This design comes from an exercise in tuning for small area, a short achievable clock period and few clock cycles per item on the open sky130 flow, not from production work. No run shown here included a check of the RTL's function; only the layout flow was run. The flow treats the clock pin as an ideal source. Dropping or thinning the clock tree relies on that and would not hold on a real chip. Power is estimated from default activity; no workload was simulated.

## flow/design.v

```verilog
module intensity_kernel(
    input  wire [23:0] rgb,
    output wire [15:0] s,
    output wire [15:0] c
);
    function [10:0] m77(input [3:0] n);
        case (n)
            4'd0: m77 = 11'd0;     4'd1: m77 = 11'd77;    4'd2: m77 = 11'd154;   4'd3: m77 = 11'd231;
            4'd4: m77 = 11'd308;   4'd5: m77 = 11'd385;   4'd6: m77 = 11'd462;   4'd7: m77 = 11'd539;
            4'd8: m77 = 11'd616;   4'd9: m77 = 11'd693;   4'd10: m77 = 11'd770;  4'd11: m77 = 11'd847;
            4'd12: m77 = 11'd924;  4'd13: m77 = 11'd1001; 4'd14: m77 = 11'd1078; default: m77 = 11'd1155;
        endcase
    endfunction
    function [11:0] m151(input [3:0] n);
        case (n)
            4'd0: m151 = 12'd0;     4'd1: m151 = 12'd151;   4'd2: m151 = 12'd302;   4'd3: m151 = 12'd453;
            4'd4: m151 = 12'd604;   4'd5: m151 = 12'd755;   4'd6: m151 = 12'd906;   4'd7: m151 = 12'd1057;
            4'd8: m151 = 12'd1208;  4'd9: m151 = 12'd1359;  4'd10: m151 = 12'd1510; 4'd11: m151 = 12'd1661;
            4'd12: m151 = 12'd1812; 4'd13: m151 = 12'd1963; 4'd14: m151 = 12'd2114; default: m151 = 12'd2265;
        endcase
    endfunction
    function [8:0] m28(input [3:0] n);
        case (n)
            4'd0: m28 = 9'd0;    4'd1: m28 = 9'd28;   4'd2: m28 = 9'd56;   4'd3: m28 = 9'd84;
            4'd4: m28 = 9'd112;  4'd5: m28 = 9'd140;  4'd6: m28 = 9'd168;  4'd7: m28 = 9'd196;
            4'd8: m28 = 9'd224;  4'd9: m28 = 9'd252;  4'd10: m28 = 9'd280; 4'd11: m28 = 9'd308;
            4'd12: m28 = 9'd336; 4'd13: m28 = 9'd364; 4'd14: m28 = 9'd392; default: m28 = 9'd420;
        endcase
    endfunction
    function [31:0] csa(input [15:0] a, input [15:0] b, input [15:0] d);
        csa = {(a & b | a & d | b & d) << 1, a ^ b ^ d};
    endfunction
    wire [15:0] t0 = {1'b0, m77(rgb[23:20]), 4'b0000};
    wire [15:0] t1 = {5'b00000, m77(rgb[19:16])};
    wire [15:0] t2 = {m151(rgb[15:12]), 4'b0000};
    wire [15:0] t3 = {4'b0000, m151(rgb[11:8])};
    wire [15:0] t4 = {3'b000, m28(rgb[7:4]), 4'b0000};
    wire [15:0] t5 = {7'b0000000, m28(rgb[3:0])};
    wire [31:0] l1a = csa(t0, t1, t2);
    wire [31:0] l1b = csa(t3, t4, t5);
    wire [31:0] l2  = csa(l1a[15:0], l1a[31:16], l1b[15:0]);
    wire [31:0] l3  = csa(l2[15:0], l2[31:16], l1b[31:16]);
    assign s = l3[15:0];
    assign c = l3[31:16];
endmodule
module intensity_sum(
    input  wire [15:0] s,
    input  wire [15:0] c,
    output wire [7:0]  y
);
    wire [15:0] sum = s + c;
    assign y = sum[15:8];
endmodule
module stencil_buf #(
    parameter W = 1280,
    parameter L = 40
) (
    input  wire       clk,
    input  wire       rst_n,
    input  wire       we,
    input  wire [7:0] y_in,
    output wire signed [10:0] detail
);
    localparam R = W / L;
    localparam NB = 8 * L * R;
    reg [NB-1:0] line1;
    reg [NB-1:0] line2;
    reg [7:0]         yc;    
    reg signed [10:0] rh;    
    reg [8:0]         sv;    
    reg signed [10:0] zc;    
    reg signed [10:0] det;
    reg [11:0] cnt;
    reg        full1;   
    reg        full2;   
    reg        last1;   
    reg        last2;   
    wire       full1_n = full1 | (we & last1);
    wire       full2_n = full2 | (we & last2);
    wire [7:0] t1m  = full1 ? line1[NB-1 -: 8] : 8'hff;
    wire [7:0] yc_n = we ? t1m : yc;
    wire [7:0] pre1 = full1_n ? line1[NB-9 -: 8] : 8'hff;
    wire [7:0] pre2 = full2_n ? line2[NB-9 -: 8] : 8'hff;
    integer r, i;
    always @(posedge clk) begin
        for (r = 0; r < R; r = r + 1) begin
            for (i = 1; i < L; i = i + 1) begin
                line1[(r*L+i)*8 +: 8] <= line1[(r*L+i-1)*8 +: 8];
                line2[(r*L+i)*8 +: 8] <= line2[(r*L+i-1)*8 +: 8];
            end
            if (we) begin
                line1[(r*L)*8 +: 8] <= (r == 0) ? y_in : line1[((r-1)*L+L-1)*8 +: 8];
                line2[(r*L)*8 +: 8] <= (r == 0) ? yc   : line2[((r-1)*L+L-1)*8 +: 8];
            end else begin
                line1[(r*L)*8 +: 8] <= line1[(r*L+L-1)*8 +: 8];
                line2[(r*L)*8 +: 8] <= line2[(r*L+L-1)*8 +: 8];
            end
        end
        sv <= {1'b0, pre1} + {1'b0, pre2};
        zc <= $signed({1'b0, pre1, 2'b00}) - $signed({3'b000, yc_n});
        if (we) det <= rh - $signed({2'b00, sv});
    end
    always @(posedge clk or negedge rst_n) begin
        if (!rst_n) begin
            yc    <= 8'hff;
            rh    <= 11'sd510;
            cnt   <= 12'd0;
            full1 <= 1'b0;
            full2 <= 1'b0;
            last1 <= 1'b0;
            last2 <= 1'b0;
        end else if (we) begin
            yc <= t1m;
            rh <= zc - $signed({3'b000, y_in});
            if (!full2) cnt <= cnt + 12'd1;
            full1 <= full1_n;
            full2 <= full2_n;
            last1 <= (cnt == W - 2);
            last2 <= (cnt == 2 * W - 1);
        end
    end
    assign detail = det;
endmodule
module sharpening_kernel(
    input  wire [23:0] rgb,
    input  wire signed [10:0] detail,
    output wire [23:0] sharp
);
    function [7:0] addclamp(input [7:0] v, input signed [10:0] d);
        reg signed [11:0] t;
        begin
            t = $signed({4'b0000, v}) + d;
            if (t[11]) addclamp = 8'd0;
            else if (t[10:8] != 3'b000) addclamp = 8'd255;
            else addclamp = t[7:0];
        end
    endfunction
    assign sharp = {addclamp(rgb[23:16], detail), addclamp(rgb[15:8], detail), addclamp(rgb[7:0], detail)};
endmodule
module sharpening_hw(clk, rst_n, s_axis_tdata, s_axis_tvalid, s_axis_tuser, s_axis_tlast, s_axis_tready, m_axis_tdata, m_axis_tvalid, m_axis_tuser, m_axis_tlast, m_axis_tready, hwsw_sel);
    input wire clk;
    input wire rst_n;
    input wire [23:0] s_axis_tdata;
    input wire s_axis_tvalid;
    input wire s_axis_tuser;
    input wire s_axis_tlast;
    output wire s_axis_tready;
    output wire [23:0] m_axis_tdata;
    output wire m_axis_tvalid;
    output wire m_axis_tuser;
    output wire m_axis_tlast;
    input wire m_axis_tready;
    input wire hwsw_sel;
    localparam W = 1280;
    localparam L = 40;
    reg        v0, va, vb, v3, v4, ov, kv;
    reg [25:0] d0, da, db, d3;       
    reg [15:0] sa, ca;
    reg [7:0]  yb;
    reg [49:0] d4, od, kd;           
    reg [5:0]  ph;                   
    reg        started;
    reg        e0n, ea, eb;          
    reg        proc;                 
    wire [15:0] ls, lc;
    intensity_kernel ik0(.rgb(d0[23:0]), .s(ls), .c(lc));
    wire [7:0] y;
    intensity_sum is0(.s(sa), .c(ca), .y(y));
    wire signed [10:0] det3;
    stencil_buf #(.W(W), .L(L)) sb0(
        .clk(clk), .rst_n(rst_n), .we(proc), .y_in(yb), .detail(det3));
    wire [23:0] sharp3;
    sharpening_kernel ek0(.rgb(d3[23:0]), .detail(det3), .sharp(sharp3));
    wire [49:0] res3 = {d3[25:24], ~sharp3, ~d3[23:0]};
    wire pop  = ov & m_axis_tready;
    wire in_o = v4 & ~kv;
    wire load_o = ~ov | pop;
    wire       kv_n = load_o ? 1'b0 : (kv | in_o);
    wire       e0 = ~e0n;
    wire       v0_n = e0 ? s_axis_tvalid : v0;
    wire       va_n = ea ? v0 : va;
    wire       vb_n = eb ? va : vb;
    wire       ph_hold = proc | (~started & (ph == 6'd0));
    wire [5:0] ph_n = ph_hold ? ph : ((ph == L - 1) ? 6'd0 : ph + 6'd1);
    wire       ok_n = (ph_n == 6'd0) & ~kv_n;
    always @(posedge clk or negedge rst_n) begin
        if (!rst_n) begin
            v0 <= 1'b0;
            va <= 1'b0;
            vb <= 1'b0;
            v3 <= 1'b0;
            v4 <= 1'b0;
            ov <= 1'b0;
            kv <= 1'b0;
            ph <= 6'd0;
            started <= 1'b0;
            e0n <= 1'b0;
            ea <= 1'b1;
            eb <= 1'b1;
            proc <= 1'b0;
        end else begin
            v0 <= v0_n;
            va <= va_n;
            vb <= vb_n;
            if (~kv) begin
                v3 <= proc;
                v4 <= v3;
            end
            if (proc) started <= 1'b1;
            ph <= ph_n;
            ov <= load_o ? (kv | in_o) : 1'b1;
            kv <= kv_n;
            eb   <= ~vb_n | ok_n;
            ea   <= ~va_n | ~vb_n | ok_n;
            e0n  <= v0_n & va_n & vb_n & ~ok_n;
            proc <= vb_n & ok_n;
        end
    end
    always @(posedge clk) begin
        if (e0) d0 <= {s_axis_tuser, s_axis_tlast, s_axis_tdata};
        if (ea) begin
            da <= d0;
            sa <= ls;
            ca <= lc;
        end
        if (eb) begin
            db <= da;
            yb <= y;
        end
        if (~kv) begin
            d3 <= db;
            d4 <= res3;
        end
        if (~load_o & in_o) kd <= d4;
    end
    always @(posedge clk or negedge rst_n) begin
        if (!rst_n) od <= 50'd0;
        else if (load_o) od <= kv ? kd : d4;
    end
    assign s_axis_tready = e0;
    assign m_axis_tvalid = ov;
    assign m_axis_tuser  = od[49];
    assign m_axis_tlast  = od[48];
    assign m_axis_tdata  = ~(hwsw_sel ? od[47:24] : od[23:0]);
endmodule
```

## flow/flow/run.sh

```bash
#!/bin/bash
# The standard layout, with three changes:
# - the data ports grouped on one edge (io.tcl runs just before the I/O pins
#   are placed);
# - clock tree synthesis without dummy loads;
# - after clock tree synthesis, the tree's root buffer removed, so the clock
#   port drives the four first-level buffers directly (rootless.tcl). Global
#   routing then repairs timing on the changed tree as usual.
set -euo pipefail
export PRE_IO_PLACEMENT_TCL="$PWD/flow/io.tcl"
export CTS_ARGS="-sink_clustering_enable -repair_clock_nets -sink_clustering_size 30 -sink_clustering_max_diameter 80 -dont_use_dummy_load"
export POST_CTS_TCL="$PWD/flow/rootless.tcl"
bash standard.sh > standard.log 2>&1
```

## flow/flow/io.tcl

```tcl
# Keep the ports together in the middle of the bottom edge, so the small input
# and output logic sits next to its pins and the clock pin is as close to the
# die centre as an edge allows.
set io_names {}
foreach p [concat [all_inputs] [all_outputs]] {
  set n [get_name $p]
  if {$n ne "rst_n"} { lappend io_names $n }
}
set die_x [expr {[[[ord::get_db_block] getDieArea] xMax] / 1000.0}]
set mid [expr {$die_x / 2.0}]
set_io_pin_constraint -pin_names $io_names -region bottom:[expr {$mid - 60}]-[expr {$mid + 60}]
```

## flow/flow/rootless.tcl

```tcl
proc remove_clock_root {} {
  set block [ord::get_db_block]
  set port_net [[$block findBTerm clk] getNet]
  set roots {}
  foreach it [$port_net getITerms] { lappend roots [$it getInst] }
  if {[llength $roots] != 1} { puts "ROOTLESS: port drives [llength $roots] cells, left as is"; return }
  set root [lindex $roots 0]
  set out_net ""
  foreach it [$root getITerms] {
    if {[$it isOutputSignal]} { set out_net [$it getNet] }
  }
  set loads {}
  foreach it [$out_net getITerms] {
    if {[$it getInst] ne $root} { lappend loads $it }
  }
  if {[llength $loads] > 4} { puts "ROOTLESS: root drives [llength $loads] pins, left as is"; return }
  puts "ROOTLESS: removing [$root getName] ([[$root getMaster] getName]), [llength $loads] loads move to the port"
  foreach it $loads { $it disconnect; $it connect $port_net }
  foreach it [$root getITerms] { $it disconnect }
  odb::dbInst_destroy $root
  odb::dbNet_destroy $out_net
}
remove_clock_root
```

## flow/standard.sh

```bash
#!/bin/bash
# synth_recipe.tcl (not shown) runs the flow's synth.tcl, then flattens the netlist and writes it again
# the make line also repeats each setting of config.mk as NAME=value (left out here)
make -C /OpenROAD-flow-scripts/flow DESIGN_CONFIG=/design/flow/config.mk WORK_HOME=/design/flow/orfs CLKGATE_MAP_FILE= SYNTH_SCRIPT=/design/flow/synth_recipe.tcl "${@:-finish}"
```

## flow/config.mk

```make
export PLATFORM = sky130hd
export DESIGN_NAME = sharpening_hw
export DESIGN_NICKNAME = sharpening_hw
export VERILOG_FILES = /design/flow/design.v
export SDC_FILE = /design/flow/constraint.sdc
export NUM_CORES = 8
export LEC_CHECK = 0
export ABC_CLOCK_PERIOD_IN_PS = 2500
export CAP_MARGIN = 20
export CORE_MARGIN = 2
export CORE_UTILIZATION = 72
export SETUP_SLACK_MARGIN = 2.5
export SLEW_MARGIN = 20
```

## flow/constraint.sdc

```tcl
create_clock -name core_clock -period 5.0 [get_ports {clk}]
set_input_delay 1.0000 -clock core_clock [delete_from_list [all_inputs] [get_ports {clk}]]
set_output_delay 1.0000 -clock core_clock [all_outputs]
set_load 0.01 [all_outputs]
```

==> run summary, run 1 <==
FLOORPLAN
----------------------------------------------------------------------------------
Number of placement rows ............................................          285
Full die area .......................................................  0.612 sq mm
Vertical extent of the die ..........................................       782 um
Number of top-level pins ............................................           59
DIE WIDTH ...........................................................       782 um
Initial standard-cell utilization of the core .......................        72.3%
Floorplan core area .................................................  0.603 sq mm

GLOBAL ROUTING
----------------------------------------------------------------------------------
Gr ovfl total .......................................................            0
Via count of the first global-routing pass ..........................       142336
Global-route wire length before repair ..............................    778000 um
Total routing usage reported by global routing ......................        15.6%
Maximum number of pins on one net before global-route repair ........          101
Antenna violations before repair ....................................           23

SYNTHESIS
----------------------------------------------------------------------------------
Asr flop ratio synth ................................................       0.492%
Number of nets produced by synthesis ................................        22785
Count of yosys warnings during synthesis ............................            4
Area share of the largest cell type after synthesis .................        94.4%
Synthesized instance count ..........................................        22590
Most used flip-flop cell after synthesis ............................ sky130_fd_sc_hd__dfxtp_1
Syn_area_per_cell ...................................................   19.3 sq um
Number of flip-flops and latches in the synthesized netlist .........        20914
Mapped Area .........................................................  0.436 sq mm
Sequential fraction of the synthesis area ...........................        96.8%
Cell taking the most area after synthesis ........................... sky130_fd_sc_hd__dfxtp_1
Number of enable-type register cells in the synthesized netlist .....          251
Number of library cell types mapped by synthesis ....................           77
Cell types with the largest area share after synthesis .............. sky130_fd_sc_hd__dfxtp_1 (94%), sky130_fd_sc_hd__edfxtp_1 (1.7%), sky130_fd_sc_hd__mux2_2 (1.4%), sky130_fd_sc_hd__dfrtp_1 (0.49%), sky130_fd_sc_hd__ha_1 (0.37%)

CLOCKING
----------------------------------------------------------------------------------
Clock transition at the registers of the reported paths .............      0.10 ns
Count of clock tree sinks ...........................................        20914
Insertion delay of the later-clocked pin in the worst-skew pair .....      0.83 ns

ROUTE
----------------------------------------------------------------------------------
Routed wire length ..................................................    482000 um
First-pass iteration count of the detailed router ...................            5
Detail Route Antenna Nets ...........................................            0
WL/cell .............................................................      15.3 um
DRC violation count after routing ...................................            0
Detailed-route via count ............................................       138496
Detail-routed via count per cell ....................................         4.40
First DRT Iteration DRCs ............................................         6184

PLACED DESIGN
----------------------------------------------------------------------------------
Port buffer count ...................................................           58
Placed wire-length estimate after detailed placement ................    237000 um
Gpl congestion ......................................................        0.751

OUTCOME
----------------------------------------------------------------------------------
Run status ..........................................................  no timing/DRC/antenna violations

SETUP PATH
----------------------------------------------------------------------------------
Crit path DAT .......................................................      1.72 ns
Required time of the critical path ..................................      4.00 ns
Crit Path Class ..................................................... input port to output port
Kind of start point of the critical path ............................   input port
CP endpoint kind ....................................................  output port
CP Max Fanout .......................................................            7

TIMING
----------------------------------------------------------------------------------
Time the worst path needs with I/O delays and setup .................      2.72 ns
Final-report max-slew violation count ...............................            0
Worst-case clock skew ...............................................    0.0953 ns
Maximum frequency from static timing analysis .......................    0.368 GHz
Total negative slack ................................................         0 ns
RSZ-0062 raised after global routing ................................         true
Worst max-slew margin expressed relative to the limit ...............        24.9%
Final critical-path share of the clock period .......................        54.4%
Final Hold Vio Count ................................................            0
Pin slew with the least headroom to its limit .......................      1.09 ns
Setup violators final ...............................................            0

WORST HOLD PATH
----------------------------------------------------------------------------------
Min-delay worst type ................................................ flip-flop to flip-flop

LAYOUT
----------------------------------------------------------------------------------
Share of final-layout standard cells stronger than drive strength 1 .        6.59%
Final-stage net count ...............................................        23606
Synth-to-Final Area Change ..........................................        7.12%
Filler cells ........................................................        32146

RUN
----------------------------------------------------------------------------------
Number of maximum-capacitance violations ............................            0

POWER AND IR DROP
----------------------------------------------------------------------------------
Post-layout total power .............................................       250 mW
P_leak ..............................................................       186 nW
Worst IR drop on VDD ................................................   0.000464 V
Pwr/cell area .......................................................  535 mW/mm^2

==> registers in the layout, summed over array words and instances, names as in the netlist, 7 cells and up <==
register,flops
kd,50
d3,26
ik0.m28$func$/design/flow/design.v:38$5582.$result,7
da,26
od,50
sb0.zc,11
sb0.det,11
sb0.cnt,12
ik0.m77$func$/design/flow/design.v:34$5578.$result,11
sa,14
ik0.m28$func$/design/flow/design.v:37$5581.$result,7
sb0.line2,10240
ca,14
ik0.m151$func$/design/flow/design.v:35$5579.$result,12
sb0.line1,10240
sb0.rh,11
yb,8
ik0.m77$func$/design/flow/design.v:33$5577.$result,11
ik0.m151$func$/design/flow/design.v:36$5580.$result,12
sb0.sv,9
d4,50
db,26
sb0.yc,8
d0,26
==> per-stage QoR <==
stage	setup WS, ns	area [sq um]	hold slack [ns]	utilization, %	cells
6_report	2.28	467000	0.250	77.5	31449
5_1_grt	2.28	467000	0.249	77.5	31446
3_5_place_dp	1.32	447000	0.312	74.1	30613
3_3_place_gp	1.32	447000	0.310	74.1	30613
2_1_floorplan	2.41	436000	0.310	-	22590
==> synth_stat cells, drive strengths merged (4+ instances only) <==
cell        n
a211oi     12
a21boi      5
a21o       13
a21oi      64
a31oi       8
and3        6
buf        49
clkbuf     44
dfrtp      85
dfstp      18
dfxtp   20560
edfxtp    251
fa         34
ha        130
inv        98
mux2      530
mux2i     103
nand2     120
nand2b     13
nand3      21
nand3b      5
nand4       8
nor2       81
nor2b      15
nor3       15
nor4        4
o211ai     16
o21a        7
o21ai     115
o221ai      4
o22a        5
o22ai       6
o31a        5
o31ai       8
or2        21
xnor2      53
xor2       17
==> critical path: stages <==
cell                      delay [ns]
sky130_fd_sc_hd__buf_16         0.12
sky130_fd_sc_hd__buf_16         0.16
sky130_fd_sc_hd__mux2i_4        0.26
sky130_fd_sc_hd__buf_2          0.17
==> path summary, 6_finish.rpt <==
path / startpoint / to / slack (ns) / depth (start not counted)
setup / recovery: hwsw_sel / m_axis_tdata[7] / 2.28 / 4
hold / removal: sb0.line1[34] / sb0.line1[42] / 0.25 / 0
setup reg to reg: sb0.det[6] / d4[29] / 2.53 / 9
hold reg to reg: sb0.line1[34] / sb0.line1[42] / 0.25 / 0
max in group asynchronous: rst_n / od[8] / 2.81 / 3
min in group asynchronous: rst_n / sb0.full1 / 1.18 / 2
==> area by class of cell <==
class	count	area (sq um)	area share [%]
diodes	4	10.0	0.00214
clock buffers	777	19400	4.17
inverters	100	384	0.0823
multi-input cells	1483	13900	2.97
flip-flops and latches	20914	422000	90.3
well taps	8036	10100	2.15
repair buffers	135	1320	0.282
==> where the power goes <==
part	switching [mW]	internal (mW)	total [mW]
Clock	43.9	28.0	71.9
Combinational	3.57	2.91	6.48
Sequential	1.55	170	171
==> cells by family (layout without fill, tap and decap cells) <==
logic type	after synthesis	count (layout)	share of synthesized area (%)
and+or+nand+nor	326	326	0.355
buffers and inverters	193	1012	0.181
adders and majority gates	164	164	0.529
AOI/OAI and AO/OA	290	290	0.413
muxes	633	633	1.61
other	0	4	0
DFF	20914	20914	96.8
xor gates and xnor gates	70	70	0.141
==> routing by layer <==
| layer | vias to the layer above | share of wire [%] | track usage [%] |
|---|---|---|---|
| met3 | 864 | 3.0 | 2.01 |
| met4 | 0 | 2.4 | 3.73 |
| li1 | 71189 | - | - |
| met5 | - | 0 | 0 |
| met2 | 1134 | 41 | 23.1 |
| met1 | 65309 | 54 | 25.1 |
==> placed cells by master (no fill, tap or decap), types with 16 or more instances in the layout <==
cell type,instances
sky130_fd_sc_hd__a21oi_1,51
sky130_fd_sc_hd__buf_2,17
sky130_fd_sc_hd__buf_4,57
sky130_fd_sc_hd__buf_6,19
sky130_fd_sc_hd__clkbuf_16,778
sky130_fd_sc_hd__clkdlybuf4s50_1,28
sky130_fd_sc_hd__dfrtp_1,81
sky130_fd_sc_hd__dfstp_2,18
sky130_fd_sc_hd__dfxtp_1,20560
sky130_fd_sc_hd__edfxtp_1,251
sky130_fd_sc_hd__fa_1,31
sky130_fd_sc_hd__ha_1,118
sky130_fd_sc_hd__inv_1,93
sky130_fd_sc_hd__mux2_2,530
sky130_fd_sc_hd__mux2i_1,75
sky130_fd_sc_hd__mux2i_4,18
sky130_fd_sc_hd__nand2_1,119
sky130_fd_sc_hd__nand3_1,21
sky130_fd_sc_hd__nor2_1,80
sky130_fd_sc_hd__o21ai_0,103
sky130_fd_sc_hd__or2_2,16
sky130_fd_sc_hd__xnor2_1,53
sky130_fd_sc_hd__xor2_1,17
==> run 2: changes to the inputs <==
--- a/flow/design.v
+++ b/flow/design.v
@@ -5,26 +5,14 @@
 );
-    function [10:0] m77(input [3:0] n);
-        case (n)
-            4'd0: m77 = 11'd0;     4'd1: m77 = 11'd77;    4'd2: m77 = 11'd154;   4'd3: m77 = 11'd231;
-            4'd4: m77 = 11'd308;   4'd5: m77 = 11'd385;   4'd6: m77 = 11'd462;   4'd7: m77 = 11'd539;
-            4'd8: m77 = 11'd616;   4'd9: m77 = 11'd693;   4'd10: m77 = 11'd770;  4'd11: m77 = 11'd847;
-            4'd12: m77 = 11'd924;  4'd13: m77 = 11'd1001; 4'd14: m77 = 11'd1078; default: m77 = 11'd1155;
-        endcase
-    endfunction
-    function [11:0] m151(input [3:0] n);
-        case (n)
-            4'd0: m151 = 12'd0;     4'd1: m151 = 12'd151;   4'd2: m151 = 12'd302;   4'd3: m151 = 12'd453;
-            4'd4: m151 = 12'd604;   4'd5: m151 = 12'd755;   4'd6: m151 = 12'd906;   4'd7: m151 = 12'd1057;
-            4'd8: m151 = 12'd1208;  4'd9: m151 = 12'd1359;  4'd10: m151 = 12'd1510; 4'd11: m151 = 12'd1661;
-            4'd12: m151 = 12'd1812; 4'd13: m151 = 12'd1963; 4'd14: m151 = 12'd2114; default: m151 = 12'd2265;
-        endcase
-    endfunction
-    function [8:0] m28(input [3:0] n);
-        case (n)
-            4'd0: m28 = 9'd0;    4'd1: m28 = 9'd28;   4'd2: m28 = 9'd56;   4'd3: m28 = 9'd84;
-            4'd4: m28 = 9'd112;  4'd5: m28 = 9'd140;  4'd6: m28 = 9'd168;  4'd7: m28 = 9'd196;
-            4'd8: m28 = 9'd224;  4'd9: m28 = 9'd252;  4'd10: m28 = 9'd280; 4'd11: m28 = 9'd308;
-            4'd12: m28 = 9'd336; 4'd13: m28 = 9'd364; 4'd14: m28 = 9'd392; default: m28 = 9'd420;
-        endcase
-    endfunction
+    wire [3:0] r_hi = rgb[23:20];
+    wire [3:0] r_lo = rgb[19:16];
+    wire [3:0] g_hi = rgb[15:12];
+    wire [3:0] g_lo = rgb[11:8];
+    wire [3:0] b_hi = rgb[7:4];
+    wire [3:0] b_lo = rgb[3:0];
+    wire [10:0] p_r_hi = (r_hi[3] ? (r_hi[2] ? (r_hi[1] ? (r_hi[0] ? 11'd1155 : 11'd1078) : (r_hi[0] ? 11'd1001 : 11'd924)) : (r_hi[1] ? (r_hi[0] ? 11'd847 : 11'd770) : (r_hi[0] ? 11'd693 : 11'd616))) : (r_hi[2] ? (r_hi[1] ? (r_hi[0] ? 11'd539 : 11'd462) : (r_hi[0] ? 11'd385 : 11'd308)) : (r_hi[1] ? (r_hi[0] ? 11'd231 : 11'd154) : (r_hi[0] ? 11'd77 : 11'd0))));
+    wire [10:0] p_r_lo = (r_lo[3] ? (r_lo[2] ? (r_lo[1] ? (r_lo[0] ? 11'd1155 : 11'd1078) : (r_lo[0] ? 11'd1001 : 11'd924)) : (r_lo[1] ? (r_lo[0] ? 11'd847 : 11'd770) : (r_lo[0] ? 11'd693 : 11'd616))) : (r_lo[2] ? (r_lo[1] ? (r_lo[0] ? 11'd539 : 11'd462) : (r_lo[0] ? 11'd385 : 11'd308)) : (r_lo[1] ? (r_lo[0] ? 11'd231 : 11'd154) : (r_lo[0] ? 11'd77 : 11'd0))));
+    wire [11:0] p_g_hi = (g_hi[3] ? (g_hi[2] ? (g_hi[1] ? (g_hi[0] ? 12'd2265 : 12'd2114) : (g_hi[0] ? 12'd1963 : 12'd1812)) : (g_hi[1] ? (g_hi[0] ? 12'd1661 : 12'd1510) : (g_hi[0] ? 12'd1359 : 12'd1208))) : (g_hi[2] ? (g_hi[1] ? (g_hi[0] ? 12'd1057 : 12'd906) : (g_hi[0] ? 12'd755 : 12'd604)) : (g_hi[1] ? (g_hi[0] ? 12'd453 : 12'd302) : (g_hi[0] ? 12'd151 : 12'd0))));
+    wire [11:0] p_g_lo = (g_lo[3] ? (g_lo[2] ? (g_lo[1] ? (g_lo[0] ? 12'd2265 : 12'd2114) : (g_lo[0] ? 12'd1963 : 12'd1812)) : (g_lo[1] ? (g_lo[0] ? 12'd1661 : 12'd1510) : (g_lo[0] ? 12'd1359 : 12'd1208))) : (g_lo[2] ? (g_lo[1] ? (g_lo[0] ? 12'd1057 : 12'd906) : (g_lo[0] ? 12'd755 : 12'd604)) : (g_lo[1] ? (g_lo[0] ? 12'd453 : 12'd302) : (g_lo[0] ? 12'd151 : 12'd0))));
+    wire [8:0] p_b_hi = (b_hi[3] ? (b_hi[2] ? (b_hi[1] ? (b_hi[0] ? 9'd420 : 9'd392) : (b_hi[0] ? 9'd364 : 9'd336)) : (b_hi[1] ? (b_hi[0] ? 9'd308 : 9'd280) : (b_hi[0] ? 9'd252 : 9'd224))) : (b_hi[2] ? (b_hi[1] ? (b_hi[0] ? 9'd196 : 9'd168) : (b_hi[0] ? 9'd140 : 9'd112)) : (b_hi[1] ? (b_hi[0] ? 9'd84 : 9'd56) : (b_hi[0] ? 9'd28 : 9'd0))));
+    wire [8:0] p_b_lo = (b_lo[3] ? (b_lo[2] ? (b_lo[1] ? (b_lo[0] ? 9'd420 : 9'd392) : (b_lo[0] ? 9'd364 : 9'd336)) : (b_lo[1] ? (b_lo[0] ? 9'd308 : 9'd280) : (b_lo[0] ? 9'd252 : 9'd224))) : (b_lo[2] ? (b_lo[1] ? (b_lo[0] ? 9'd196 : 9'd168) : (b_lo[0] ? 9'd140 : 9'd112)) : (b_lo[1] ? (b_lo[0] ? 9'd84 : 9'd56) : (b_lo[0] ? 9'd28 : 9'd0))));
     function [31:0] csa(input [15:0] a, input [15:0] b, input [15:0] d);
@@ -32,8 +20,8 @@
     endfunction
-    wire [15:0] t0 = {1'b0, m77(rgb[23:20]), 4'b0000};
-    wire [15:0] t1 = {5'b00000, m77(rgb[19:16])};
-    wire [15:0] t2 = {m151(rgb[15:12]), 4'b0000};
-    wire [15:0] t3 = {4'b0000, m151(rgb[11:8])};
-    wire [15:0] t4 = {3'b000, m28(rgb[7:4]), 4'b0000};
-    wire [15:0] t5 = {7'b0000000, m28(rgb[3:0])};
+    wire [15:0] t0 = {1'b0, p_r_hi, 4'b0000};
+    wire [15:0] t1 = {5'b00000, p_r_lo};
+    wire [15:0] t2 = {p_g_hi, 4'b0000};
+    wire [15:0] t3 = {4'b0000, p_g_lo};
+    wire [15:0] t4 = {3'b000, p_b_hi, 4'b0000};
+    wire [15:0] t5 = {7'b0000000, p_b_lo};
     wire [31:0] l1a = csa(t0, t1, t2);
--- a/flow/flow/run.sh
+++ b/flow/flow/run.sh
@@ -10,3 +10,3 @@
 export PRE_IO_PLACEMENT_TCL="$PWD/flow/io.tcl"
-export CTS_ARGS="-sink_clustering_enable -repair_clock_nets -sink_clustering_size 30 -sink_clustering_max_diameter 80 -dont_use_dummy_load"
+export CTS_ARGS="-sink_clustering_enable -repair_clock_nets -sink_clustering_size 28 -sink_clustering_max_diameter 60 -dont_use_dummy_load"
 export POST_CTS_TCL="$PWD/flow/rootless.tcl"
==> run 2 against run 1 <==
Maximum frequency fell by 15%. Via count fell by 0.30%. Die area fell by 0.31%. First-iteration DRC count fell by 14%. Sequential share of layout area fell by 0.44 points. Combinational power rose by 8.0%. Power rose by 0.72%. Synthesized cell count fell by 0.40%. Cell count did not move. Critical path depth rose by 3.
==> run summary, run 2 <==
CLOCKING
----------------------------------------------------------------------------------
Count of clock tree sinks ...........................................        20854
Insertion delay of the later-clocked pin in the worst-skew pair .....      0.85 ns
Clock transition at the registers of the reported paths .............      0.10 ns

SYNTHESIS
----------------------------------------------------------------------------------
Count of yosys warnings during synthesis ............................            4
Number of flip-flops and latches in the synthesized netlist .........        20854
Top-count cell post-synth ........................................... sky130_fd_sc_hd__dfxtp_1
Number of library cell types mapped by synthesis ....................           69
Most numerous cell types in the synthesized netlist ................. sky130_fd_sc_hd__dfxtp_1 (20500), sky130_fd_sc_hd__mux2_2 (522), sky130_fd_sc_hd__edfxtp_1 (251)
Number of nets produced by synthesis ................................        22704
Number of enable-type register cells in the synthesized netlist .....          251
Cell taking the most area after synthesis ........................... sky130_fd_sc_hd__dfxtp_1
Syn_area_per_cell ...................................................   19.3 sq um
Area share of the largest cell type after synthesis .................        94.5%
Sequential fraction of the synthesis area ...........................        96.8%
Cell types with the largest area share after synthesis .............. sky130_fd_sc_hd__dfxtp_1 (94%), sky130_fd_sc_hd__edfxtp_1 (1.7%), sky130_fd_sc_hd__mux2_2 (1.4%), sky130_fd_sc_hd__dfrtp_1 (0.49%), sky130_fd_sc_hd__ha_1 (0.40%)
Asr flop ratio synth ................................................       0.494%
Most used flip-flop cell after synthesis ............................ sky130_fd_sc_hd__dfxtp_1
Synthesized instance count ..........................................        22500
Mapped Area .........................................................  0.434 sq mm

TIMING
----------------------------------------------------------------------------------
Setup violators final ...............................................            0
Final Hold Vio Count ................................................            0
Worst max-slew margin expressed relative to the limit ...............        40.2%
Pin slew with the least headroom to its limit .......................     0.892 ns
Final critical-path share of the clock period .......................        64.3%
Final worst hold slack ..............................................     0.225 ns
Total negative slack ................................................         0 ns
Setup slack after layout ............................................      1.78 ns
Time the worst path needs with I/O delays and setup .................      3.22 ns
RSZ-0062 raised after global routing ................................         true
Final-report max-slew violation count ...............................            0
Worst-case clock skew ...............................................     0.144 ns
Maximum frequency from static timing analysis .......................    0.311 GHz

PLACED DESIGN
----------------------------------------------------------------------------------
Placed wire-length estimate after detailed placement ................    233000 um
Gpl congestion ......................................................        0.778
Port buffer count ...................................................           58
Worst slack, placed .................................................      1.32 ns
Placement-stage cell area ...........................................  0.445 sq mm

OUTCOME
----------------------------------------------------------------------------------
Run status ..........................................................  no timing/DRC/antenna violations

LAYOUT
----------------------------------------------------------------------------------
Final-stage net count ...............................................        23618
Leading cell type in the layout, fill and taps excluded ............. sky130_fd_sc_hd__dfxtp_1
Biggest regs ........................................................ sb0.line1: 10240 flops, sb0.line2: 10240 flops
Design Area, Final ..................................................  0.468 sq mm
Area of combinational cells with multiple inputs .................... 0.0140 sq mm
Synth-to-Final Area Change ..........................................        7.67%
Filler cells ........................................................        32069
Share of final-layout standard cells stronger than drive strength 1 .        7.41%
Footprint of the flip-flops and latches .............................  0.421 sq mm
Top library cells by usage in the layout, fill and taps aside ....... sky130_fd_sc_hd__dfxtp_1 (20500), sky130_fd_sc_hd__clkbuf_16 (837), sky130_fd_sc_hd__mux2_2 (522)

ROUTE
----------------------------------------------------------------------------------
Met2 Wirelength .....................................................    194000 um
Detailed-route via count ............................................       138077
Met1 Wirelength .....................................................    257000 um
DRC violation count after routing ...................................            0
Detail Route Antenna Nets ...........................................            0
Highest metal used ..................................................         met5
First DRT Iteration DRCs ............................................         5312
Met3 WL post-DR .....................................................     14300 um
First-pass iteration count of the detailed router ...................            5
Detail-routed via count per cell ....................................         4.39
Routed wire length ..................................................    476000 um
WL/cell .............................................................      15.1 um

FLOORPLAN
----------------------------------------------------------------------------------
Floorplan core area .................................................  0.602 sq mm
Full die area .......................................................  0.610 sq mm
Number of placement rows ............................................          285
Initial standard-cell utilization of the core .......................        72.2%
Number of top-level pins ............................................           59
Vertical extent of the die ..........................................       781 um
DIE WIDTH ...........................................................       781 um

POWER AND IR DROP
----------------------------------------------------------------------------------
Combinational group share of total power ............................         2.8%
P_leak ..............................................................       186 nW
Cell internal power dissipation .....................................       202 mW
Worst IR drop on VDD ................................................   0.000431 V
Switching part of the total power ...................................        19.6%
Part of the power in registers ......................................        67.8%
Sw power ............................................................      49.3 mW
Clock network power share ...........................................        29.4%
Pwr/cell area .......................................................  538 mW/mm^2

GLOBAL ROUTING
----------------------------------------------------------------------------------
Global-route wire length before repair ..............................    775000 um
Antenna violations before repair ....................................           24
Maximum number of pins on one net before global-route repair ........          101
Total routing usage reported by global routing ......................        15.5%
Gr ovfl total .......................................................            0
Via count of the first global-routing pass ..........................       142450

RUN
----------------------------------------------------------------------------------
Number of maximum-capacitance violations ............................            0

WORST HOLD PATH
----------------------------------------------------------------------------------
Min-delay worst type ................................................ flip-flop to flip-flop

SETUP PATH
----------------------------------------------------------------------------------
CP endpoint kind ....................................................    flip-flop
Required time of the critical path ..................................      5.46 ns
Crit path DAT .......................................................      3.68 ns
CP Max Fanout .......................................................            4
Kind of start point of the critical path ............................    flip-flop
Crit Path Class ..................................................... flip-flop to flip-flop

-- run 2: per-layer routing --
metal	up-vias	track usage, %
li1	70980	-
met1	65031	25.0
met2	1180	22.8
met3	874	2.13
met4	12	3.62
met5	-	0
-- run 2: layout make-up --
cell class                 instances  share of cell area, %
antenna                            1               0.000535
timing repair buffer             175                  0.377
tap                             8036                   2.15
multi-input combinational       1418                   2.99
timing repair inverter             1                0.00107
inverter                         129                  0.106
sequential                     20854                   89.9
clock buffer                     835                   4.47
-- run 2: logic make-up after synthesis --
family | synth area share, %
AOI/OAI and AO/OA | 0.365
xor gates and xnor gates | 0.151
adders and majority gates | 0.557
buffers and inverters | 0.213
DFF | 96.8
muxes | 1.58
and+or+nand+nor | 0.338
-- run 2: through the flow --
stage          util [%]  std cells  total power, mW
3_3_place_gp       74.0      30510              181
5_1_grt            77.8      31448              260
6_report           77.8      31449              252
3_5_place_dp       74.0      30510              181
2_1_floorplan         -      22500              178
-- run 2: worst paths after layout --
kind | startpoint | to | slack [ns] | cells past startpoint
max | d0[20] | sa[8] | 1.78 | 7
max in group asynchronous | rst_n | od[30] | 2.76 | 3
min in group asynchronous | rst_n | v4 | 1.11 | 2
min reg2reg | sb0.line1[945] | sb0.line1[953] | 0.22 | 0
min | sb0.line1[945] | sb0.line1[953] | 0.22 | 0
max reg2reg | d0[20] | sa[8] | 1.78 | 7
-- run 2: worst max-delay path: stages, from the launching register on --
cell and delay, ns:
sky130_fd_sc_hd__edfxtp_1 0.52, sky130_fd_sc_hd__inv_4 0.15, sky130_fd_sc_hd__ha_4 0.22, sky130_fd_sc_hd__mux4_2 0.50, sky130_fd_sc_hd__fa_1 0.54, sky130_fd_sc_hd__fa_1 0.44
sky130_fd_sc_hd__inv_2 0.07, sky130_fd_sc_hd__fa_2 0.42
-- run 2: power groups by stage --
stage	registers (mW)	logic (mW)	clock network (mW)
after floorplan	174	4.42	0
after global placement	175	6.03	0
after detailed placement	175	6.10	0
after global routing	171	7.82	81.6
final	171	7.00	74.0
==> run 3: changes to the inputs <==
==> flow/flow/io.tcl (replaced) <==
# Keep the ports together in the middle of the bottom edge, so the small input
# and output logic sits next to its pins and the clock pin is as close to the
# die centre as an edge allows. hwsw_sel, which selects every bit of
# m_axis_tdata, sits in the middle of those pins.
set die_x [expr {[[[ord::get_db_block] getDieArea] xMax] / 1000.0}]
set mid [expr {$die_x / 2.0}]
set sel_names {}
for {set i 0} {$i < 12} {incr i} { lappend sel_names "m_axis_tdata\[$i\]" }
lappend sel_names hwsw_sel
for {set i 12} {$i < 24} {incr i} { lappend sel_names "m_axis_tdata\[$i\]" }
set other_names {}
foreach p [concat [all_inputs] [all_outputs]] {
  set n [get_name $p]
  if {$n ne "rst_n" && [lsearch -exact $sel_names $n] < 0} { lappend other_names $n }
}
set half [expr {[llength $other_names] / 2}]
set_io_pin_constraint -pin_names $sel_names -region bottom:[expr {$mid - 30}]-[expr {$mid + 30}] -group -order
set_io_pin_constraint -pin_names [lrange $other_names 0 [expr {$half - 1}]] -region bottom:[expr {$mid - 90}]-[expr {$mid - 32}]
set_io_pin_constraint -pin_names [lrange $other_names $half end] -region bottom:[expr {$mid + 32}]-[expr {$mid + 90}]
==> run 3 against run 2 <==
Core utilization about the same. Sequential power barely moved. Flip-flop and latch count unchanged. Area after synthesis unchanged. Cell count is essentially flat. Sequential share of layout area is essentially flat. Maximum frequency rose by 4.2%. Global-route usage down 0.20 points. Clock-buffer cell count increased by 3. First-iteration DRC count increased by 6.1%. Critical path type unchanged. Largest cell class unchanged.
==> run summary, run 3 <==
TIMING
-----------------------------------------------------------------------------------------------------
Worst-case clock skew ..................................................................     0.112 ns
Time the worst path needs with I/O delays and setup ....................................      3.09 ns
Final worst hold slack .................................................................     0.248 ns
Setup slack after layout ...............................................................      1.91 ns
Setup violators final ..................................................................            0
Final-report max-slew violation count ..................................................            0
RSZ-0062 raised after global routing ...................................................         true
Maximum frequency from static timing analysis ..........................................    0.324 GHz
Total negative slack ...................................................................         0 ns
Pin slew with the least headroom to its limit ..........................................     0.992 ns
Final Hold Vio Count ...................................................................            0
Worst max-slew margin expressed relative to the limit ..................................        33.9%
Final critical-path share of the clock period ..........................................        61.7%

SYNTHESIS
-----------------------------------------------------------------------------------------------------
XOR/XNOR Fraction of Synth Area ........................................................       0.151%
Top-count cell post-synth .............................................................. sky130_fd_sc_hd__dfxtp_1
Number of flip-flops and latches in the synthesized netlist ............................        20854
Syn_area_per_cell ......................................................................   19.3 sq um
Count of yosys warnings during synthesis ...............................................            4
Synthesized instance count .............................................................        22500
Cell taking the most area after synthesis .............................................. sky130_fd_sc_hd__dfxtp_1
Sequential fraction of the synthesis area ..............................................        96.8%
Post-synthesis mux area share ..........................................................        1.58%
Synth Area in Compound Gates ...........................................................       0.365%
Cell types with the largest area share after synthesis ................................. sky130_fd_sc_hd__dfxtp_1 (94%), sky130_fd_sc_hd__edfxtp_1 (1.7%), sky130_fd_sc_hd__mux2_2 (1.4%), sky130_fd_sc_hd__dfrtp_1 (0.49%), sky130_fd_sc_hd__ha_1 (0.40%)
Number of nets produced by synthesis ...................................................        22704
Most numerous cell types in the synthesized netlist .................................... sky130_fd_sc_hd__dfxtp_1 (20500), sky130_fd_sc_hd__mux2_2 (522), sky130_fd_sc_hd__edfxtp_1 (251)
Area share of the largest cell type after synthesis ....................................        94.5%
Number of enable-type register cells in the synthesized netlist ........................          251
Number of library cell types mapped by synthesis .......................................           69
Post-synthesis share of cell area spent on full adders, half adders and majority gates .       0.557%
Dominant combinational cell family by area after synthesis ............................. multiplexers
Asr flop ratio synth ...................................................................       0.494%
Area fraction in and, or, nand and nor cells after synthesis ...........................       0.338%
Mapped Area ............................................................................  0.434 sq mm
Most used flip-flop cell after synthesis ............................................... sky130_fd_sc_hd__dfxtp_1

PLACED DESIGN
-----------------------------------------------------------------------------------------------------
Gpl congestion .........................................................................        0.738
Port buffer count ......................................................................           58
Placed wire-length estimate after detailed placement ...................................    230000 um
Post-Place Cells .......................................................................        30512
Worst slack, placed ....................................................................      1.32 ns

ROUTE
-----------------------------------------------------------------------------------------------------
Routed wire length .....................................................................    470000 um
First-pass iteration count of the detailed router ......................................            7
DRC violation count after routing ......................................................            0
First DRT Iteration DRCs ...............................................................         5638
Detail Route Antenna Nets ..............................................................            0
WL/cell ................................................................................      14.9 um
Detailed-route via count ...............................................................       138029
Detail-routed via count per cell .......................................................         4.39

SETUP PATH
-----------------------------------------------------------------------------------------------------
Kind of start point of the critical path ...............................................    flip-flop
Required time of the critical path .....................................................      5.49 ns
Slack of the worst reg-to-reg path .....................................................      1.91 ns
CP endpoint kind .......................................................................    flip-flop
Critical register-to-register path endpoint ............................................        sa[8]
Crit Path Class ........................................................................ flip-flop to flip-flop
Timing endpoint of the critical path ...................................................        sa[8]
Start of the worst register-to-register path ...........................................       d0[20]
R2r worst-path depth ...................................................................            7
Crit path DAT ..........................................................................      3.58 ns
CP Max Fanout ..........................................................................            5
Critical Path Start ....................................................................       d0[20]

POWER AND IR DROP
-----------------------------------------------------------------------------------------------------
Cell internal power dissipation ........................................................       203 mW
Combinational group share of total power ...............................................         2.8%
Switching part of the total power ......................................................        19.5%
Clock network power share ..............................................................        29.4%
P_leak .................................................................................       186 nW
Worst IR drop on VDD ...................................................................   0.000438 V
Part of the power in registers .........................................................        67.8%
Pwr/cell area ..........................................................................  538 mW/mm^2
Sw power ...............................................................................      49.2 mW

LAYOUT
-----------------------------------------------------------------------------------------------------
Leading cell type in the layout, fill and taps excluded ................................ sky130_fd_sc_hd__dfxtp_1
Share of final-layout standard cells stronger than drive strength 1 ....................        7.56%
Biggest regs ........................................................................... sb0.line1: 10240 flops, sb0.line2: 10240 flops
Synth-to-Final Area Change .............................................................        7.73%
Final-stage net count ..................................................................        23639
Top library cells by usage in the layout, fill and taps aside .......................... sky130_fd_sc_hd__dfxtp_1 (20500), sky130_fd_sc_hd__clkbuf_16 (840), sky130_fd_sc_hd__mux2_2 (522)
Number of standard cells in the layout, taps in and fillers out ........................        31474
Filler cells ...........................................................................        32089
Share of the core filled with cells in the final layout ................................        77.8%

FLOORPLAN
-----------------------------------------------------------------------------------------------------
Number of top-level pins ...............................................................           59
Floorplan core area ....................................................................  0.602 sq mm
Vertical extent of the die .............................................................       781 um
Initial standard-cell utilization of the core ..........................................        72.2%
Full die area ..........................................................................  0.610 sq mm
Number of placement rows ...............................................................          285
DIE WIDTH ..............................................................................       781 um

GLOBAL ROUTING
-----------------------------------------------------------------------------------------------------
Via count of the first global-routing pass .............................................       141151
Antenna violations before repair .......................................................           25
Global-route wire length before repair .................................................    766000 um
Maximum number of pins on one net before global-route repair ...........................          101
Gr ovfl total ..........................................................................            0
Total routing usage reported by global routing .........................................        15.3%

CLOCKING
-----------------------------------------------------------------------------------------------------
Clock transition at the registers of the reported paths ................................      0.10 ns
Insertion delay of the later-clocked pin in the worst-skew pair ........................      0.84 ns
Count of clock tree sinks ..............................................................        20854

WORST HOLD PATH
-----------------------------------------------------------------------------------------------------
Min-delay worst type ................................................................... flip-flop to flip-flop
Hold path start ........................................................................ sb0.line1[256]

OUTCOME
-----------------------------------------------------------------------------------------------------
Run status .............................................................................  no timing/DRC/antenna violations

RUN
-----------------------------------------------------------------------------------------------------
Number of maximum-capacitance violations ...............................................            0

[run 3: critical path: stages (launching register included)]
cell	delay, ns
sky130_fd_sc_hd__edfxtp_1	0.47
sky130_fd_sc_hd__inv_2	0.15
sky130_fd_sc_hd__ha_4	0.23
sky130_fd_sc_hd__mux4_2	0.50
sky130_fd_sc_hd__fa_1	0.48
sky130_fd_sc_hd__fa_1	0.54
sky130_fd_sc_hd__inv_1	0.05
sky130_fd_sc_hd__fa_2	0.39
[run 3: cell type report]
type	instances	area, sq um	area share (%)
Timing Repair Buffer	193	1850	0.395
Antenna cell	5	12.5	0.00267
Sequential cell	20854	421000	89.9
Tap cell	8036	10100	2.15
Multi-Input combinational cell	1419	14100	3.01
Clock buffer	838	21000	4.48
Inverter	129	498	0.106
[run 3: how the worst min path moves through the flow]
stage | to | slack, ns | cells past startpoint
detailed placement | sb0.line1[1218] | 0.31 | 0
global route | sb0.line1[264] | 0.25 | 0
finish | sb0.line1[264] | 0.25 | 0
global placement | sb0.line1[217] | 0.31 | 0
floorplan | sb0.line1[10000] | 0.31 | 0
[run 3: stage by stage]
step                      total power [mW]  area [sq um]
final                                  252        468000
after global routing                   261        468000
after detailed placement               181        445000
after global placement                 180        445000
after floorplan                        178        435000
[run 3: cells by family after synthesis]
kind of cell	count (synthesis)
AOI/OAI and AO/OA	257
adders and majority gates	173
DFF	20854
xor gates and xnor gates	75
buffers and inverters	228
and+or+nand+nor	301
muxes	612
[run 3: power groups by stage]
stage	logic, mW	clock network, mW	registers (mW)
after floorplan	4.42	0	174
after global placement	5.83	0	175
after detailed placement	5.95	0	175
after global routing	7.87	81.8	171
final	7.06	74.0	171
[run 3: routing by layer]
layer	GRT usage, %	wire length (um)	vias up
met5	0	0	-
met4	3.65	11000	0
met3	2.14	14200	874
met2	22.2	190000	1183
met1	24.9	255000	64917
li1	-	-	71055
==> run 4: changes to the inputs <==
--- a/flow/design.v
+++ b/flow/design.v
@@ -1,5 +1,4 @@
-module intensity_kernel(
+module intensity_lut(
     input  wire [23:0] rgb,
-    output wire [15:0] s,
-    output wire [15:0] c
+    output wire [63:0] p       
 );
@@ -17,2 +16,15 @@
     wire [8:0] p_b_lo = (b_lo[3] ? (b_lo[2] ? (b_lo[1] ? (b_lo[0] ? 9'd420 : 9'd392) : (b_lo[0] ? 9'd364 : 9'd336)) : (b_lo[1] ? (b_lo[0] ? 9'd308 : 9'd280) : (b_lo[0] ? 9'd252 : 9'd224))) : (b_lo[2] ? (b_lo[1] ? (b_lo[0] ? 9'd196 : 9'd168) : (b_lo[0] ? 9'd140 : 9'd112)) : (b_lo[1] ? (b_lo[0] ? 9'd84 : 9'd56) : (b_lo[0] ? 9'd28 : 9'd0))));
+    assign p = {p_r_hi, p_r_lo, p_g_hi, p_g_lo, p_b_hi, p_b_lo};
+endmodule
+module intensity_kernel(
+    input  wire [63:0] p,
+    output wire [15:0] s,
+    output wire [15:0] c
+);
+    wire [10:0] p_r_hi = p[63:53];
+    wire [10:0] p_r_lo = p[52:42];
+    wire [11:0] p_g_hi = p[41:30];
+    wire [11:0] p_g_lo = p[29:18];
+    wire [8:0]  p_b_hi = p[17:9];
+    wire [8:0]  p_b_lo = p[8:0];
     function [31:0] csa(input [15:0] a, input [15:0] b, input [15:0] d);
@@ -47,3 +59,4 @@
     input  wire       rst_n,
-    input  wire       we,
+    input  wire       we,       
+    input  wire       we_n,     
     input  wire [7:0] y_in,
@@ -65,8 +78,11 @@
     reg        last2;   
-    wire       full1_n = full1 | (we & last1);
-    wire       full2_n = full2 | (we & last2);
+    reg        next1;   
+    reg        next2;   
+    reg        rwe, rwen;
+    wire       last1_n = we ? (cnt == W - 2) : last1;
+    wire       last2_n = we ? (cnt == 2 * W - 1) : last2;
     wire [7:0] t1m  = full1 ? line1[NB-1 -: 8] : 8'hff;
-    wire [7:0] yc_n = we ? t1m : yc;
-    wire [7:0] pre1 = full1_n ? line1[NB-9 -: 8] : 8'hff;
-    wire [7:0] pre2 = full2_n ? line2[NB-9 -: 8] : 8'hff;
+    wire [7:0] pre1 = next1 ? line1[NB-9 -: 8] : 8'hff;
+    wire [7:0] pre2 = next2 ? line2[NB-9 -: 8] : 8'hff;
+    wire signed [10:0] pre1x4 = $signed({1'b0, pre1, 2'b00});
     integer r, i;
@@ -78,12 +94,11 @@
             end
-            if (we) begin
-                line1[(r*L)*8 +: 8] <= (r == 0) ? y_in : line1[((r-1)*L+L-1)*8 +: 8];
-                line2[(r*L)*8 +: 8] <= (r == 0) ? yc   : line2[((r-1)*L+L-1)*8 +: 8];
-            end else begin
-                line1[(r*L)*8 +: 8] <= line1[(r*L+L-1)*8 +: 8];
-                line2[(r*L)*8 +: 8] <= line2[(r*L+L-1)*8 +: 8];
-            end
-        end
+            line1[(r*L)*8 +: 8] <= ({8{rwe}} & ((r == 0) ? y_in : line1[((r-1)*L+L-1)*8 +: 8]))
+                                 | ({8{rwen}} & line1[(r*L+L-1)*8 +: 8]);
+            line2[(r*L)*8 +: 8] <= ({8{rwe}} & ((r == 0) ? yc : line2[((r-1)*L+L-1)*8 +: 8]))
+                                 | ({8{rwen}} & line2[(r*L+L-1)*8 +: 8]);
+        end
+        rwe  <= we_n;
+        rwen <= ~we_n;
         sv <= {1'b0, pre1} + {1'b0, pre2};
-        zc <= $signed({1'b0, pre1, 2'b00}) - $signed({3'b000, yc_n});
+        zc <= we ? pre1x4 - $signed({3'b000, t1m}) : pre1x4 - $signed({3'b000, yc});
         if (we) det <= rh - $signed({2'b00, sv});
@@ -99,10 +114,16 @@
             last2 <= 1'b0;
-        end else if (we) begin
-            yc <= t1m;
-            rh <= zc - $signed({3'b000, y_in});
-            if (!full2) cnt <= cnt + 12'd1;
-            full1 <= full1_n;
-            full2 <= full2_n;
-            last1 <= (cnt == W - 2);
-            last2 <= (cnt == 2 * W - 1);
+            next1 <= 1'b0;
+            next2 <= 1'b0;
+        end else begin
+            next1 <= next1 | (we_n & last1_n);
+            next2 <= next2 | (we_n & last2_n);
+            if (we) begin
+                yc <= t1m;
+                rh <= zc - $signed({3'b000, y_in});
+                if (!full2) cnt <= cnt + 12'd1;
+                full1 <= full1 | last1;
+                full2 <= full2 | last2;
+                last1 <= last1_n;
+                last2 <= last2_n;
+            end
         end
@@ -145,2 +166,3 @@
     reg [25:0] d0, da, db, d3;       
+    reg [63:0] p0;                   
     reg [15:0] sa, ca;
@@ -152,4 +174,6 @@
     reg        proc;                 
+    wire [63:0] lp;
+    intensity_lut il0(.rgb(s_axis_tdata), .p(lp));
     wire [15:0] ls, lc;
-    intensity_kernel ik0(.rgb(d0[23:0]), .s(ls), .c(lc));
+    intensity_kernel ik0(.p(p0), .s(ls), .c(lc));
     wire [7:0] y;
@@ -157,4 +181,5 @@
     wire signed [10:0] det3;
+    wire proc_n;
     stencil_buf #(.W(W), .L(L)) sb0(
-        .clk(clk), .rst_n(rst_n), .we(proc), .y_in(yb), .detail(det3));
+        .clk(clk), .rst_n(rst_n), .we(proc), .we_n(proc_n), .y_in(yb), .detail(det3));
     wire [23:0] sharp3;
@@ -173,2 +198,3 @@
     wire       ok_n = (ph_n == 6'd0) & ~kv_n;
+    assign     proc_n = vb_n & ok_n;
     always @(posedge clk or negedge rst_n) begin
@@ -203,3 +229,3 @@
             e0n  <= v0_n & va_n & vb_n & ~ok_n;
-            proc <= vb_n & ok_n;
+            proc <= proc_n;
         end
@@ -207,3 +233,6 @@
     always @(posedge clk) begin
-        if (e0) d0 <= {s_axis_tuser, s_axis_tlast, s_axis_tdata};
+        if (e0) begin
+            d0 <= {s_axis_tuser, s_axis_tlast, s_axis_tdata};
+            p0 <= lp;
+        end
         if (ea) begin
==> run 4 against run 3 <==
Critical path depth is 2 lower. Synthesized cell count is 0.62% higher. Area after synthesis is 0.17% higher. Core utilization is 0.19 points lower. Power is 0.16% higher. Flip-flop and latch count is 56 higher. Maximum frequency is 10% higher. Clock skew is 0.0083 ns lower. Die area is 0.17% higher. Register-to-register slack better by 0.67 ns. Critical path type is now input port to output port. Largest cell class unchanged.
==> run summary, run 4 <==
LAYOUT
----------------------------------------------------------------------------------
Synth-to-Final Area Change ..........................................        7.41%
Final-stage net count ...............................................        23646
Biggest regs ........................................................ sb0.line1: 10240 flops, sb0.line2: 10240 flops, p0: 52 flops
Leading cell type in the layout, fill and taps excluded ............. sky130_fd_sc_hd__dfxtp_1
Number of standard cells in the layout, taps in and fillers out .....        31485
Filler cells ........................................................        31430
Share of final-layout standard cells stronger than drive strength 1 .        4.48%
Top library cells by usage in the layout, fill and taps aside ....... sky130_fd_sc_hd__dfxtp_1 (20500), sky130_fd_sc_hd__clkbuf_16 (841), sky130_fd_sc_hd__a22o_1 (512)

POWER AND IR DROP
----------------------------------------------------------------------------------
Worst IR drop on VDD ................................................   0.000457 V
P_leak ..............................................................       186 nW
Pwr/cell area .......................................................  539 mW/mm^2

GLOBAL ROUTING
----------------------------------------------------------------------------------
Global-route wire length before repair ..............................    823000 um
Via count of the first global-routing pass ..........................       147248
Antenna violations before repair ....................................           12
Maximum number of pins on one net before global-route repair ........          115
Gr ovfl total .......................................................            0
Total routing usage reported by global routing ......................        16.7%

WORST HOLD PATH
----------------------------------------------------------------------------------
Min-delay worst type ................................................ flip-flop to flip-flop

SETUP PATH
----------------------------------------------------------------------------------
CP Max Fanout .......................................................            8
Crit path DAT .......................................................      1.80 ns
Crit Path Class ..................................................... input port to output port
Timing endpoint of the critical path ................................ m_axis_tdata[3]
Kind of start point of the critical path ............................   input port
CP endpoint kind ....................................................  output port
Critical Path Start .................................................     hwsw_sel
R2r worst-path depth ................................................            8
Critical register-to-register path endpoint .........................       d4[41]
Required time of the critical path ..................................      4.00 ns
Slack of the worst reg-to-reg path ..................................      2.58 ns
Start of the worst register-to-register path ........................   sb0.det[3]

SYNTHESIS
----------------------------------------------------------------------------------
Most numerous cell types in the synthesized netlist ................. sky130_fd_sc_hd__dfxtp_1 (20502), sky130_fd_sc_hd__a22o_1 (512), sky130_fd_sc_hd__edfxtp_1 (303)
Synthesized instance count ..........................................        22639
Cell taking the most area after synthesis ........................... sky130_fd_sc_hd__dfxtp_1
Number of library cell types mapped by synthesis ....................           87
Sequential fraction of the synthesis area ...........................        97.0%
Area share of the largest cell type after synthesis .................        94.3%
Most used flip-flop cell after synthesis ............................ sky130_fd_sc_hd__dfxtp_1
Number of nets produced by synthesis ................................        22838
Asr flop ratio synth ................................................       0.502%
Syn_area_per_cell ...................................................   19.2 sq um
Cell types with the largest area share after synthesis .............. sky130_fd_sc_hd__dfxtp_1 (94%), sky130_fd_sc_hd__edfxtp_1 (2.1%), sky130_fd_sc_hd__a22o_1 (1.0%), sky130_fd_sc_hd__dfrtp_1 (0.50%), sky130_fd_sc_hd__ha_1 (0.39%)
Number of flip-flops and latches in the synthesized netlist .........        20910
Count of yosys warnings during synthesis ............................            4
Top-count cell post-synth ........................................... sky130_fd_sc_hd__dfxtp_1
Mapped Area .........................................................  0.435 sq mm
Number of enable-type register cells in the synthesized netlist .....          303

ROUTE
----------------------------------------------------------------------------------
First-pass iteration count of the detailed router ...................            5
Routed wire length ..................................................    513000 um
Detailed-route via count ............................................       140939
WL/cell .............................................................      16.3 um
DRC violation count after routing ...................................            0
First DRT Iteration DRCs ............................................         6062
Detail-routed via count per cell ....................................         4.48
Detail Route Antenna Nets ...........................................            0

TIMING
----------------------------------------------------------------------------------
RSZ-0062 raised after global routing ................................         true
Final critical-path share of the clock period .......................        56.1%
Pin slew with the least headroom to its limit .......................      1.02 ns
Maximum frequency from static timing analysis .......................    0.357 GHz
Final-report max-slew violation count ...............................            0
Worst-case clock skew ...............................................     0.104 ns
Time the worst path needs with I/O delays and setup .................      2.80 ns
Total negative slack ................................................         0 ns
Setup violators final ...............................................            0
Worst max-slew margin expressed relative to the limit ...............        32.0%
Final Hold Vio Count ................................................            0

FLOORPLAN
----------------------------------------------------------------------------------
Full die area .......................................................  0.611 sq mm
DIE WIDTH ...........................................................       781 um
Vertical extent of the die ..........................................       781 um
Number of placement rows ............................................          285
Initial standard-cell utilization of the core .......................        72.3%
Floorplan core area .................................................  0.602 sq mm
Number of top-level pins ............................................           59

OUTCOME
----------------------------------------------------------------------------------
Run status ..........................................................  no timing/DRC/antenna violations

CLOCKING
----------------------------------------------------------------------------------
Clock transition at the registers of the reported paths .............      0.10 ns
Insertion delay of the later-clocked pin in the worst-skew pair .....      0.88 ns
Count of clock tree sinks ...........................................        20910

PLACED DESIGN
----------------------------------------------------------------------------------
Post-Place Cells ....................................................        30604
Gpl congestion ......................................................        0.738
Port buffer count ...................................................           58
Placed wire-length estimate after detailed placement ................    249000 um

RUN
----------------------------------------------------------------------------------
Number of maximum-capacitance violations ............................            0

-- run 4: cell types whose count changed after synthesis, sizes merged, moves of 8 or more --
cell,delta
buf,-54
inv,-10
clkbuf,+110
nor3,-8
a22o,+511
or2,-15
o21ai,+26
edfxtp,+52
mux2,-516
a21oi,-19
nand2b,+17
-- run 4: layer usage --
| metal | routed length [um] | GRT usage [%] | share of wire (%) | up-vias |
|---|---|---|---|---|
| li1 | - | - | - | 71827 |
| met1 | 270000 | 26.4 | 53 | 67016 |
| met2 | 217000 | 25.3 | 42 | 1211 |
| met3 | 14000 | 2.00 | 2.7 | 885 |
| met4 | 11400 | 3.84 | 2.2 | 0 |
| met5 | 0 | 0 | 0 | - |
-- run 4: area by class of cell --
class | instances | area (sq um) | area share [%]
inverters | 120 | 458 | 0.0980
diodes | 4 | 10.0 | 0.00214
well taps | 8036 | 10100 | 2.15
multi-input cells | 1454 | 12400 | 2.66
flip-flops and latches | 20910 | 422000 | 90.3
repair inverters | 1 | 5.00 | 0.00107
repair buffers | 119 | 1220 | 0.261
clock buffers | 841 | 21000 | 4.50
-- run 4: worst min path at each step --
stage	from	endpoint	cells past startpoint
final	sb0.line1[9735]	sb0.line1[9743]	0
after global routing	sb0.line2[2301]	sb0.line2[2309]	0
after detailed placement	sb0.line1[1210]	sb0.line1[1218]	0
after global placement	sb0.line2[7051]	sb0.line2[7059]	0
after floorplan	sb0.line1[9992]	sb0.line1[10000]	0
-- run 4: metrics by stage --
step / power (mW) / worst slack [ns] / hold WS (ns) / util [%] / cell area, sq um
finish: 252 / 2.20 / 0.273 / 77.6 / 467000
global route: 261 / 2.17 / 0.275 / 77.6 / 467000
detailed placement: 181 / 1.35 / 0.312 / 74.0 / 446000
global placement: 181 / 1.37 / 0.310 / 74.0 / 446000
floorplan: 178 / 2.39 / 0.310 / - / 436000
-- run 4: power breakdown --
group / total [mW] / switching [mW] / internal [mW]
clock network: 74.8 / 44.6 / 30.1
registers: 172 / 1.62 / 170
logic: 5.86 / 3.49 / 2.37
total: 252 / 49.7 / 202
-- run 4: cell families after synthesis --
| logic type | Yosys count | synth area share (%) |
|---|---|---|
| flip-flops | 20910 | 97.0 |
| AO/OA/AOI/OAI | 819 | 1.48 |
| AND/OR/NAND/NOR | 303 | 0.341 |
| buffers and inverters | 275 | 0.238 |
| adder cells (fa/ha/maj) | 168 | 0.542 |
| multiplexers | 101 | 0.260 |
| XOR/XNOR | 63 | 0.127 |
-- run 4: worst max-delay path, stage by stage --
cell and delay (ns):
sky130_fd_sc_hd__buf_12 0.09, sky130_fd_sc_hd__buf_12 0.14, sky130_fd_sc_hd__buf_12 0.15, sky130_fd_sc_hd__mux2i_4 0.27, sky130_fd_sc_hd__buf_6 0.13

-- afterwards: timing with drivers on the ports --
In the flow no input, the clock included, has a driving cell. The finished layouts below were timed again as built, in two steps.
Step 1, drivers: a clkbuf_16 drives clk and a buf_2 each remaining input, both assumed.
Step 2 moves the port delays by t, midway between the first and last clock arrival at a register: inputs arrive t later, outputs are due t later. That takes back most of the time a late clock gives input paths.
Three values: no drivers, after step 1, after step 2; two values: the first two.
run	t, ns	slack for setup (ns)	pins driven straight from the clock port
run 1	1.004	2.280 / 2.194 / 1.828	4
run 2	1.012	1.784 / 1.784 / 1.780	4
run 3	1.006	1.914 / 1.914 / 1.914	4
run 4	1.028	2.197 / 2.135 / 1.784	4
After both steps setup and hold are still met in every run listed. For run 1, which loses most, drivers alone change the setup slack by -0.086 ns; drivers and shift together by -0.452 ns. Setup slack includes reset recovery checks.
